Background: an optimization exercise with open tools, aiming at small area and a short achievable clock period. Do not read the settings as production practice. RTL that was checked went through simulation tests only; none was proved equivalent to the original.

==> branch maple <==
==> flow/design.v (excerpt) <==
module Processor(
	output [31:0] out,
	output [31:0] ans,
	output [31:0] imem_addr,
	input [31:0] imem_data,
	input reset,
	input clk);
==> flow/config.mk <==
export PLATFORM = sky130hd
export DESIGN_NAME = Processor
export DESIGN_NICKNAME = Processor
export VERILOG_FILES = /design/flow/design.v
export SDC_FILE = /design/flow/constraint.sdc
export NUM_CORES = 4
export LEC_CHECK = 0
export CAP_MARGIN = 20
export CELL_PAD_IN_SITES_DETAIL_PLACEMENT = 0
export CELL_PAD_IN_SITES_GLOBAL_PLACEMENT = 1
export CORE_MARGIN = 2
export CORE_UTILIZATION = 60
export CTS_BUF_LIST = sky130_fd_sc_hd__clkbuf_8
export CTS_CLUSTER_DIAMETER = 60
export CTS_CLUSTER_SIZE = 20
export GPL_ROUTABILITY_DRIVEN = 1
export PLACE_DENSITY = 0.7
export SETUP_SLACK_MARGIN = 5
export SLEW_MARGIN = 20
export SYNTH_HIERARCHICAL = 1
==> flow/constraint.sdc <==
create_clock -name core_clock -period 14.0 [get_ports {clk}]
set_input_delay 2.8000 -clock core_clock [delete_from_list [all_inputs] [get_ports {clk}]]
set_output_delay 2.8000 -clock core_clock [all_outputs]
set_load 0.01 [all_outputs]
run.sh (not shown) runs the stock make flow with config.mk's settings and CLKGATE_MAP_FILE= SYNTH_SCRIPT=/design/flow/synth_recipe.tcl, a recipe that flattens the netlist after the stock synthesis.
==> inputs of branch sierra, as changes to branch maple <==
--- a/flow/design.v
+++ b/flow/design.v
@@ -60,26 +60,23 @@
 	rf_read_n rdb (.ohl(rt_oh_lo[15:1]), .ohh(rt_oh_hi[15:1]), .R(Rf), .qn(RTn));
 	wire [31:0] RT;
 	inv1 u_rtinv [31:0] (.a(RTn), .y(RT));
 	assign ans = R[4];
 	wire [31:0] res;
-	alu u_alu (.An(An), .RTn(RTn), .simm(simm), .alusrc(alusrc), .f_sub(f_sub),
+	wire [5:0] ad;	 
+	alu u_alu (.An(An), .RTn(RTn), .simm(simm), .op(op), .alusrc(alusrc), .f_sub(f_sub),
 		.f_arith(f_arith), .f_and(f_and), .f_or(f_or), .f_xor(f_xor), .f_not(f_not),
-		.f_sla(f_sla), .f_sr(f_sr), .f_sra(op_sra), .out(out), .res(res));
+		.f_sla(f_sla), .f_sr(f_sr), .f_sra(op_sra), .out(out), .res(res), .ad(ad));
 	wire [31:0] sum = res;
 	reg [7:0] M [0:63];
-	wire [1:0] s = sum[1:0];
-	wire [3:0] w = sum[5:2];
-	wire [3:0] w1 = w + 4'd1;
-	wire [3:0] wl0 = (s != 2'd0) ? w1 : w;
-	wire [3:0] wl1 = s[1] ? w1 : w;
-	wire [3:0] wl2 = (s == 2'd3) ? w1 : w;
-	wire [3:0] wl3 = w;
-	wire [15:0] oh0 = 16'b1 << wl0;
-	wire [15:0] oh1 = 16'b1 << wl1;
-	wire [15:0] oh2 = 16'b1 << wl2;
-	wire [15:0] oh3 = 16'b1 << wl3;
+	wire [1:0] s = ad[1:0];
+	wire [15:0] ohw = 16'b1 << ad[5:2];
+	wire [15:0] ohw1 = {ohw[14:0], ohw[15]};	 
+	wire [15:0] oh0 = (s != 2'd0) ? ohw1 : ohw;
+	wire [15:0] oh1 = s[1] ? ohw1 : ohw;
+	wire [15:0] oh2 = (s == 2'd3) ? ohw1 : ohw;
+	wire [15:0] oh3 = ohw;
 	reg [127:0] Mf0, Mf1, Mf2, Mf3;
 	always @* for (i = 0; i < 16; i = i + 1) begin
 		Mf0[8*i +: 8] = M[4*i+0];
 		Mf1[8*i +: 8] = M[4*i+1];
 		Mf2[8*i +: 8] = M[4*i+2];
@@ -88,28 +85,15 @@
 	wire [7:0] L0, L1, L2, L3;
 	mem_lane ml0 (.oh(oh0), .M(Mf0), .q(L0));
 	mem_lane ml1 (.oh(oh1), .M(Mf1), .q(L1));
 	mem_lane ml2 (.oh(oh2), .M(Mf2), .q(L2));
 	mem_lane ml3 (.oh(oh3), .M(Mf3), .q(L3));
-	reg [31:0] memout;
-	always @* begin
-		case (s)
-			2'd0: memout = {L3, L2, L1, L0};
-			2'd1: memout = {L0, L3, L2, L1};
-			2'd2: memout = {L1, L0, L3, L2};
-			default: memout = {L2, L1, L0, L3};
-		endcase
-	end
-	reg [31:0] wlane;
-	always @* begin
-		case (s)
-			2'd0: wlane = RT;
-			2'd1: wlane = {RT[23:0], RT[31:24]};
-			2'd2: wlane = {RT[15:0], RT[31:16]};
-			default: wlane = {RT[7:0], RT[31:8]};
-		endcase
-	end
+	wire [3:0] s_oh = 4'b1 << s;
+	wire [31:0] wlane;
+	ao4 u_wl [31:0] (.s0(s_oh[0]), .s1(s_oh[1]), .s2(s_oh[2]), .s3(s_oh[3]),
+		.d0(RT), .d1({RT[23:0], RT[31:24]}), .d2({RT[15:0], RT[31:16]}), .d3({RT[7:0], RT[31:8]}),
+		.y(wlane));
 	wire mwen = op_st & ~reset;
 	always @(posedge clk) begin
 		for (i = 0; i < 16; i = i + 1) begin
 			if (mwen & oh0[i]) M[4*i+0] <= wlane[7:0];
 			if (mwen & oh1[i]) M[4*i+1] <= wlane[15:8];
@@ -117,12 +101,16 @@
 			if (mwen & oh3[i]) M[4*i+3] <= wlane[31:24];
 		end
 	end
 	wire [3:0] wa = regdst ? rdf : rt;
 	wire [15:0] wa_oh = 16'b1 << wa;
-	wire [31:0] rwd = op_ld ? memout : res;
-	wire [31:0] rwd_r = rwd & {32{~reset}};
+	wire [3:0] ld_oh = s_oh & {4{op_ld & ~reset}};
+	wire sel_res = ~op_ld & ~reset;
+	wire [31:0] rwd_r;
+	ao5 u_wb [31:0] (.s0(ld_oh[0]), .s1(ld_oh[1]), .s2(ld_oh[2]), .s3(ld_oh[3]), .s4(sel_res),
+		.d0({L3, L2, L1, L0}), .d1({L0, L3, L2, L1}), .d2({L1, L0, L3, L2}), .d3({L2, L1, L0, L3}),
+		.d4(res), .y(rwd_r));
 	always @(posedge clk) begin
 		for (i = 1; i < 16; i = i + 1) begin
 			if (reset | (regwr & wa_oh[i]))
 				R[i] <= rwd_r;
 		end
@@ -188,30 +176,35 @@
 		for (i = 0; i < 16; i = i + 1)
 			q = q | (M[8*i +: 8] & {8{oh[i]}});
 	end
 endmodule
 module alu(
-	input [31:0] An, input [31:0] RTn, input [31:0] simm,
+	input [31:0] An, input [31:0] RTn, input [31:0] simm, input [5:0] op,
 	input alusrc, input f_sub, input f_arith, input f_and, input f_or,
 	input f_xor, input f_not, input f_sla, input f_sr, input f_sra,
-	output [31:0] out, output [31:0] res);
+	output [31:0] out, output [31:0] res, output [5:0] ad);
 	wire [16:0] bx0s, bx1s;
-	bpre u_bp [16:0] (.imm(simm[16:0]), .alusrc(alusrc), .inv(f_sub), .bx0(bx0s), .bx1(bx1s));
+	wire [1:0] p0, p1, q0, q1;
+	bctl u_bc [1:0] (.op(op), .p0(p0), .p1(p1), .q0(q0), .q1(q1));
+	bpre u_bpl [8:0] (.imm(simm[8:0]), .p0(p0[0]), .p1(p1[0]), .q0(q0[0]), .q1(q1[0]),
+		.bx0(bx0s[8:0]), .bx1(bx1s[8:0]));
+	bpre u_bph [16:9] (.imm(simm[16:9]), .p0(p0[1]), .p1(p1[1]), .q0(q0[1]), .q1(q1[1]),
+		.bx0(bx0s[16:9]), .bx1(bx1s[16:9]));
 	wire [31:0] bx0 = {{15{bx0s[16]}}, bx0s};
 	wire [31:0] bx1 = {{15{bx1s[16]}}, bx1s};
 	wire [31:0] Bxn;
 	mux2n u_bm [31:0] (.s(RTn), .d1(bx0), .d0(bx1), .y(Bxn));
 	wire [31:0] x;
 	xor2m u_x [31:0] (.a(An), .b(Bxn), .y(x));
 	wire [31:0] gl [0:5];
 	wire [31:0] tl [0:5];
 	wire [31:0] g, t;
 	pg_pos u_pg [31:0] (.an(An), .bn(Bxn), .g(g), .t(t));
-	cin_gen u_c0 (.an(An[0]), .bn(Bxn[0]), .cin(f_sub), .g(gl[0][0]));
+	assign gl[0][0] = f_sub;
 	assign tl[0][0] = 1'b0;
-	assign gl[0][31:1] = g[31:1];
-	assign tl[0][31:1] = t[31:1];
+	assign gl[0][31:1] = g[30:0];
+	assign tl[0][31:1] = t[30:0];
 	genvar k, j;
 	generate
 		for (k = 1; k <= 5; k = k + 1) begin : lvl
 			localparam integer D = 1 << (k - 1);
 			for (j = 0; j < 32; j = j + 1) begin : bt
@@ -233,35 +226,42 @@
 					end
 				end
 			end
 		end
 	endgenerate
-	wire [31:0] cn = {gl[5][30:0], ~f_sub};
+	wire [31:0] cn = gl[5];
 	wire [31:0] aln = {An[30:0], 1'b1};
 	wire [31:0] arn = {~(~An[31] & f_sra), An[31:1]};
 	wire [31:0] y0n, y1n;
 	res_pre u_rp [31:0] (.x(x), .g(g), .t(t), .bn(Bxn), .aln(aln), .arn(arn),
 		.f_arith(f_arith), .f_ax(f_arith | f_xor), .f_xor(f_xor), .f_and(f_and), .f_or(f_or),
 		.f_not(f_not), .f_sla(f_sla), .f_sr(f_sr), .y0n(y0n), .y1n(y1n));
 	mux2n u_rm [31:0] (.s(cn), .d1(y0n), .d0(y1n), .y(out));
 	mux2n u_rm2 [31:0] (.s(cn), .d1(y0n), .d0(y1n), .y(res));
-endmodule
-module bpre(input imm, input alusrc, input inv, output bx0, output bx1);
-	assign bx0 = alusrc ? (imm ^ inv) : inv;
-	assign bx1 = alusrc ? (imm ^ inv) : ~inv;
+	mux2n u_rm3 [5:0] (.s(gl[3][5:0]), .d1(y0n[5:0]), .d0(y1n[5:0]), .y(ad));
+endmodule
+module bpre(input imm, input p0, input p1, input q0, input q1, output bx0, output bx1);
+	assign bx0 = imm ? p1 : p0;
+	assign bx1 = imm ? q1 : q0;
+endmodule
+module bctl(input [5:0] op, output p0, output p1, output q0, output q1);
+	wire inv = op == 6'b000100 || op == 6'b000101 || op == 6'b100101;
+	wire as = op == 6'b000001 || op == 6'b000101 || op == 6'b111000 || op == 6'b111110
+	       || op == 6'b110110 || op == 6'b101111 || op == 6'b100000 || op == 6'b100001;
+	assign p0 = inv;
+	assign p1 = inv ^ as;
+	assign q0 = ~(inv ^ as);
+	assign q1 = ~inv;
 endmodule
 module mux2n(input s, input d1, input d0, output y);
 	assign y = ~(s ? d1 : d0);
 endmodule
 module xor2m(input a, input b, output y);
 	assign y = a ^ b;
 endmodule
 module inv1(input a, output y);
 	assign y = ~a;
-endmodule
-module cin_gen(input an, input bn, input cin, output g);
-	assign g = (~an & ~bn) | ((~an | ~bn) & cin);
 endmodule
 module pg_pos(input an, input bn, output g, output t);
 	assign g = ~(an | bn);
 	assign t = ~(an & bn);
 endmodule
@@ -287,5 +287,13 @@
 	assign y1n = ~((x ? f_xor : f_arith) | k);
 endmodule
 module nor2m(input a, input b, output y);
 	assign y = ~(a | b);
 endmodule
+module ao4(input s0, input s1, input s2, input s3, input d0, input d1, input d2, input d3,
+	output y);
+	assign y = (s0 & d0) | (s1 & d1) | (s2 & d2) | (s3 & d3);
+endmodule
+module ao5(input s0, input s1, input s2, input s3, input s4,
+	input d0, input d1, input d2, input d3, input d4, output y);
+	assign y = (s0 & d0) | (s1 & d1) | (s2 & d2) | (s3 & d3) | (s4 & d4);
+endmodule
==> flow/flow/run.sh (new file) <==
#!/bin/bash
# The standard layout, except that the port buffers are a plain buffer cell
# (buf_4) instead of the flow's default. Each tool's output goes to its own
# log under orfs/logs; make's output goes to flow_make.log here.
set -euo pipefail
bash standard.sh "BUFFER_PORTS_ARGS=-buffer_cell sky130_fd_sc_hd__buf_4" finish > flow_make.log 2>&1
==> flow/standard.sh (new file) <==
#!/bin/bash
# synth_recipe.tcl (not shown) runs the flow's synth.tcl, then flattens the netlist and writes it again
# the make line also repeats each setting of config.mk as NAME=value (left out here)
make -C /OpenROAD-flow-scripts/flow DESIGN_CONFIG=/design/flow/config.mk WORK_HOME=/design/flow/orfs CLKGATE_MAP_FILE= SYNTH_SCRIPT=/design/flow/synth_recipe.tcl "${@:-finish}"
Settings changed: CTS_CLUSTER_DIAMETER 60 to 50, CTS_CLUSTER_SIZE 20 to 14.
removed: flow/run.sh
==> results.sh <==
export IMPL_grt_use_total_pct=39.5
export IMPL_worstMarginPinSlew_ps=1150
export IMPL_wl_met1_mm=65.3
export IMPL_status="finished clean"
export IMPL_whs_ps=600
export IMPL_cp_data_arrival_time_ps=6200
export IMPL_fin_cells=5462
That was branch sierra.
==> results.sh <==
export IMPL_wl_met1_mm=62.2
export IMPL_grt_use_total_pct=39.1
export IMPL_status="finished clean"
export IMPL_fin_cells=5406
export IMPL_cp_data_arrival_time_ps=6220
export IMPL_worstMarginPinSlew_ps=1240
export IMPL_whs_ps=596
That was branch maple.
No functional check of the RTL was part of branch maple.

==> afterwards: timing with drivers on the ports <==
Ports are ideal in the flow. The routed layouts listed here were re-timed in OpenROAD. Step 1 (the two cells are an assumption about what drives the block):
set clk [get_ports {clk}]
set_driving_cell -lib_cell sky130_fd_sc_hd__clkbuf_16 $clk
set_driving_cell -lib_cell sky130_fd_sc_hd__buf_2 [delete_from_list [all_inputs] $clk]
Step 2 also shifts input and output timing later by t, the mid clock arrival at the registers, as if the neighbouring blocks saw the same clock. Slacks: no drivers / after step 1 / after step 2; pairs: no drivers / after step 1.
| run | shift t [ns] | slack for setup (ns) | worst register clock-pin slew, ns | cell pins on the clock port's net |
|---|---|---|---|---|
| branch maple | 0.819 | 4.977 / 4.893 / 4.305 | 0.12 / 0.12 | 1 |
| branch sierra | 0.848 | 4.995 / 4.966 / 4.240 | 0.09 / 0.09 | 1 |
After both steps setup and hold are still met in every run listed. For branch sierra, which loses most, drivers alone change the setup slack by -0.029 ns; drivers and shift together by -0.755 ns.
